Background: an optimization exercise with open tools, aiming at small area. Do not read the settings as production practice. No activity file was given, so power comes from the tool's default toggle rates.

branch ember:
==> flow/design.v <==
module freq_div(clk, reset, tick_scan, tick_game, tick_timer);
input clk, reset;
output tick_scan, tick_game, tick_timer;
reg ph;
reg [1:0] m3;
reg [7:0] g;
reg [11:0] t;
wire g_end = (g[7] & ~g[5] & ~g[4] & g[2] & ~g[1] & g[0]);            
wire t_end = (~t[11] & t[9] & t[8] & ~t[7] & t[6] & ~t[4] & t[3] & ~t[2] & t[0]);  
assign tick_scan  = ~ph & m3[1];
assign tick_game  = tick_scan & g_end;
assign tick_timer = ~ph & t_end;
always @(posedge clk or negedge reset)
begin
	if (!reset) begin
		ph <= 1'b0;
		m3 <= 2'd0;
		g <= 8'b00001010;
		t <= 12'b111010010011;
	end else begin
		ph <= ~ph;
		m3 <= {m3[0], ~(m3[0] | m3[1])};
		g <= {g[6:4], g[3] & ~g_end, g[2:0], g[7] ^ g[2]};
		t <= {t[10:2], t[1] & ~t_end, t[0], t[11] ^ t[0]};
	end
end
endmodule
module debounce(clk, hold, btn_in, btn_out);
input clk, hold, btn_in;
output reg btn_out;
reg [3:0] shift_reg;
always @(posedge clk)
begin
	shift_reg <= {shift_reg[2:0], btn_in};
	if (!hold)
		btn_out <= (shift_reg == 4'b0000);
end
endmodule
module player_ctrl(clk, en, reset, btn_l, btn_r, player_x_out);
input clk, en, reset, btn_l, btn_r;
output reg [2:0] player_x_out;
always @(posedge clk or negedge reset)
begin
	if (!reset)
		player_x_out <= 3'd3;
	else if (en && (btn_l ^ btn_r))
		player_x_out <= player_x_out + {btn_l, btn_l, 1'b1};
end
endmodule
module coin_generator(clk, en, reset, hit, coin_x_out, coin_y_out, type_out, caught);
input clk, en, reset, hit;
output reg [2:0] coin_x_out;
output reg [3:0] coin_y_out;
output reg type_out;
output reg caught;
reg [15:0] random_val;
always @(posedge clk or negedge reset)
begin
	if (!reset) begin
		coin_x_out <= 3'd4;
		coin_y_out <= 4'd0;
		type_out <= 1'b0;
		caught <= 1'b0;
		random_val <= 16'h1234;
	end else if (en) begin
		random_val <= {random_val[14:0], random_val[15] ^ random_val[13] ^ random_val[12] ^ random_val[10]};
		caught <= hit;
		if (caught || coin_y_out == 4'd15) begin
			coin_y_out <= 4'd0;
			coin_x_out <= {random_val[2:1], random_val[0] & ~(random_val[3] & random_val[2] & random_val[1])};
			type_out <= random_val[3];
		end else
			coin_y_out <= coin_y_out + 4'd1;
	end
end
endmodule
module score_keeper(clk, en, reset, hit, two, sc_t, sc_u);
input clk, en, reset, hit, two;
output reg [1:0] sc_t;
output reg [3:0] sc_u;
wire [4:0] sum = sc_u + (two ? 4'd2 : 4'd1);
always @(posedge clk or negedge reset)
begin
	if (!reset) begin
		sc_t <= 2'd0;
		sc_u <= 4'd0;
	end else if (en && hit) begin
		if (sum >= 5'd10) begin
			sc_u <= sum - 5'd10;
			sc_t <= sc_t + 2'd1;
		end else
			sc_u <= sum[3:0];
	end
end
endmodule
module game_core(clk, reset, en_score, en_upd, btn_l, btn_r,
	player_x, coin_x, coin_y, coin_type, sc_t, sc_u);
input clk, reset, en_score, en_upd, btn_l, btn_r;
output [2:0] player_x, coin_x;
output [3:0] coin_y;
output coin_type;
output [1:0] sc_t;
output [3:0] sc_u;
wire caught;
wire [2:0] dx = player_x - coin_x;
wire hit = (coin_y == 4'd15) && ((dx == 3'd0) || (coin_type && dx == 3'd1));
player_ctrl Player(.clk(clk), .en(en_upd), .reset(reset),
	.btn_l(btn_l), .btn_r(btn_r), .player_x_out(player_x));
coin_generator Coin(.clk(clk), .en(en_upd), .reset(reset), .hit(hit),
	.coin_x_out(coin_x), .coin_y_out(coin_y), .type_out(coin_type), .caught(caught));
score_keeper Score(.clk(clk), .en(en_score), .reset(reset),
	.hit(hit), .two(coin_type), .sc_t(sc_t), .sc_u(sc_u));
endmodule
module game_timer(clk, en, reset, sec_t, sec_u, time_up);
input clk, en, reset;
output reg [2:0] sec_t;
output reg [3:0] sec_u;
output time_up;
assign time_up = sec_u[3] & sec_u[2];
always @(posedge clk or negedge reset)
begin
	if (!reset) begin
		sec_t <= 3'd6;
		sec_u <= 4'd0;
	end else if (en && !time_up) begin
		if (sec_u == 4'd0) begin
			if (sec_t == 3'd0)
				sec_u <= 4'd15;
			else begin
				sec_u <= 4'd9;
				sec_t <= sec_t - 3'd1;
			end
		end else
			sec_u <= sec_u - 4'd1;
	end
end
endmodule
module matrix_driver(
	input clk,
	input en,
	input reset,
	input [2:0] player_x,
	input [2:0] coin_x,
	input [3:0] coin_y,
	input coin_type,
	output [7:0] row_out,
	output [15:0] col_out
);
reg [2:0] pos;
reg valid;
always @(posedge clk or negedge reset)
begin
	if (!reset) begin
		pos <= 3'd7;
		valid <= 1'b0;
	end else if (en) begin
		pos <= pos + 3'd1;
		valid <= 1'b1;
	end
end
wire [2:0] dp = pos - player_x;
wire [2:0] dc = pos - coin_x;
wire side = valid && (dp == 3'd1 || dp == 3'd7);
wire pl = side || (valid && dp == 3'd0);
wire cn = valid && ((dc == 3'd0) || (coin_type && dc == 3'd1));
wire [15:0] coin_bits = cn ? (16'd1 << coin_y) : 16'd0;
assign col_out = coin_bits | {pl, side, 14'd0};
assign row_out = valid ? ~(8'd1 << pos) : 8'hFF;
endmodule
module seg_decoder(in, out);
input [3:0] in;
output reg [6:0] out;
always @(*)
begin
	case (in)
		4'd0: out = 7'b1000000;
		4'd1: out = 7'b1111001;
		4'd2: out = 7'b0100100;
		4'd3: out = 7'b0110000;
		4'd4: out = 7'b0011001;
		4'd5: out = 7'b0010010;
		4'd6: out = 7'b0000010;
		4'd7: out = 7'b1111000;
		4'd8: out = 7'b0000000;
		4'd9: out = 7'b0010000;
		4'd15: out = 7'b1000000;
		default: out = 7'b1111111;
	endcase
end
endmodule
module coin_catcher_game(
	clk,
	reset,
	btn_left, btn_right,
	dot_row, dot_col,
	HEX_0, HEX_1, HEX_2, HEX_3, HEX_4, HEX_5
);
input clk, reset, btn_left, btn_right;
output [7:0] dot_row;
output [15:0] dot_col;
output [6:0] HEX_0, HEX_1, HEX_2, HEX_3, HEX_4, HEX_5;
wire tick_scan, tick_game, tick_timer;
freq_div Clocks(.clk(clk), .reset(reset),
	.tick_scan(tick_scan), .tick_game(tick_game), .tick_timer(tick_timer));
wire over;
wire [2:0] sec_t;
wire [3:0] sec_u;
game_timer Timer(.clk(clk), .en(tick_timer), .reset(reset),
	.sec_t(sec_t), .sec_u(sec_u), .time_up(over));
reg pend;
wire step = tick_game & ~over;
wire upd = tick_scan & pend;
always @(posedge clk or negedge reset)
	if (!reset) pend <= 1'b0;
	else pend <= step | (pend & ~tick_scan);
wire db_l, db_r;
wire hold_btn = tick_game | pend;
debounce BtnL(.clk(clk), .hold(hold_btn), .btn_in(btn_left),  .btn_out(db_l));
debounce BtnR(.clk(clk), .hold(hold_btn), .btn_in(btn_right), .btn_out(db_r));
wire [2:0] player_x, coin_x;
wire [3:0] coin_y;
wire coin_type;
wire [1:0] sc_t;
wire [3:0] sc_u;
game_core Game(
	.clk(clk), .reset(reset), .en_score(step), .en_upd(upd),
	.btn_l(db_l), .btn_r(db_r),
	.player_x(player_x), .coin_x(coin_x), .coin_y(coin_y), .coin_type(coin_type),
	.sc_t(sc_t), .sc_u(sc_u)
);
matrix_driver Matrix(
	.clk(clk), .en(tick_scan), .reset(reset),
	.player_x(player_x), .coin_x(coin_x), .coin_y(coin_y), .coin_type(coin_type),
	.row_out(dot_row), .col_out(dot_col)
);
seg_decoder Hex0(.in(sc_u), .out(HEX_0));
seg_decoder Hex1(.in({2'b00, sc_t}), .out(HEX_1));
seg_decoder Hex4(.in(sec_u), .out(HEX_4));
seg_decoder Hex5(.in({1'b0, sec_t}), .out(HEX_5));
assign HEX_2 = 7'b1111111;
assign HEX_3 = 7'b1111111;
endmodule
clock: 10.0 ns
lec_check: 0
abc_area: 1
cap_margin: 20
core_margin: 2
core_utilization: 40
slew_margin: 20
standard.sh (not shown) runs the stock make flow with config.mk's settings and CLKGATE_MAP_FILE= SYNTH_SCRIPT=/design/flow/synth_recipe.tcl, a recipe that flattens the netlist after the stock synthesis.
==> flow/flow/run.sh <==
#!/bin/bash
# Standard layout, with the smallest buffer on the ports, small clock
# buffers and no dummy clock loads in clock tree synthesis.
export BUFFER_PORTS_ARGS="-buffer_cell sky130_fd_sc_hd__buf_1"
export CTS_ARGS="-sink_clustering_enable -repair_clock_nets -dont_use_dummy_load -buf_list {sky130_fd_sc_hd__clkbuf_2 sky130_fd_sc_hd__clkbuf_4} -sink_clustering_size 25 -sink_clustering_max_diameter 100"
bash standard.sh > standard.log 2>&1
Modified inputs, branch nickel compared to branch ember
==> flow/flow/run.sh <==
#!/bin/bash
# Standard layout, with the smallest buffer on the ports and no dummy
# clock loads in clock tree synthesis.
export BUFFER_PORTS_ARGS="-buffer_cell sky130_fd_sc_hd__buf_1"
export CTS_ARGS="-sink_clustering_enable -repair_clock_nets -dont_use_dummy_load"
bash standard.sh > standard.log 2>&1
Results
After detailed routing, branch ember needs less wire than branch nickel. Going from branch ember to branch nickel, combinational cell fraction of total power saw a decrease; setup slack of the critical path after layout saw an increase; global routing usage on met3 saw little to no change.
Function was not checked in any run of this note: the RTL went through the layout flow alone.

-- afterwards: timing with drivers on the ports --
Ports are ideal in the flow. The routed layouts listed here were re-timed in OpenROAD. Step 1, drivers: a clkbuf_16 drives clk and a buf_2 each remaining input, both assumed. Step 2, shift: input delay + t, output delay - t, t = (earliest + latest rising clock arrival at the registers) / 2. This alone moves slack from input paths to output paths. Three values: ideal ports, drivers, drivers and shift; two values: the first two.
| run | t (ns) | setup slack, ns | worst setup path at the end | worst register clock-pin slew, ns |
|---|---|---|---|---|
| branch ember | 0.413 | 5.466 / 5.436 / 5.849 | register to output | 0.12 / 0.12 |
| branch nickel | 0.353 | 5.547 / 5.515 / 5.868 | register to output | 0.08 / 0.08 |
After both steps setup and hold are still met in every run listed.
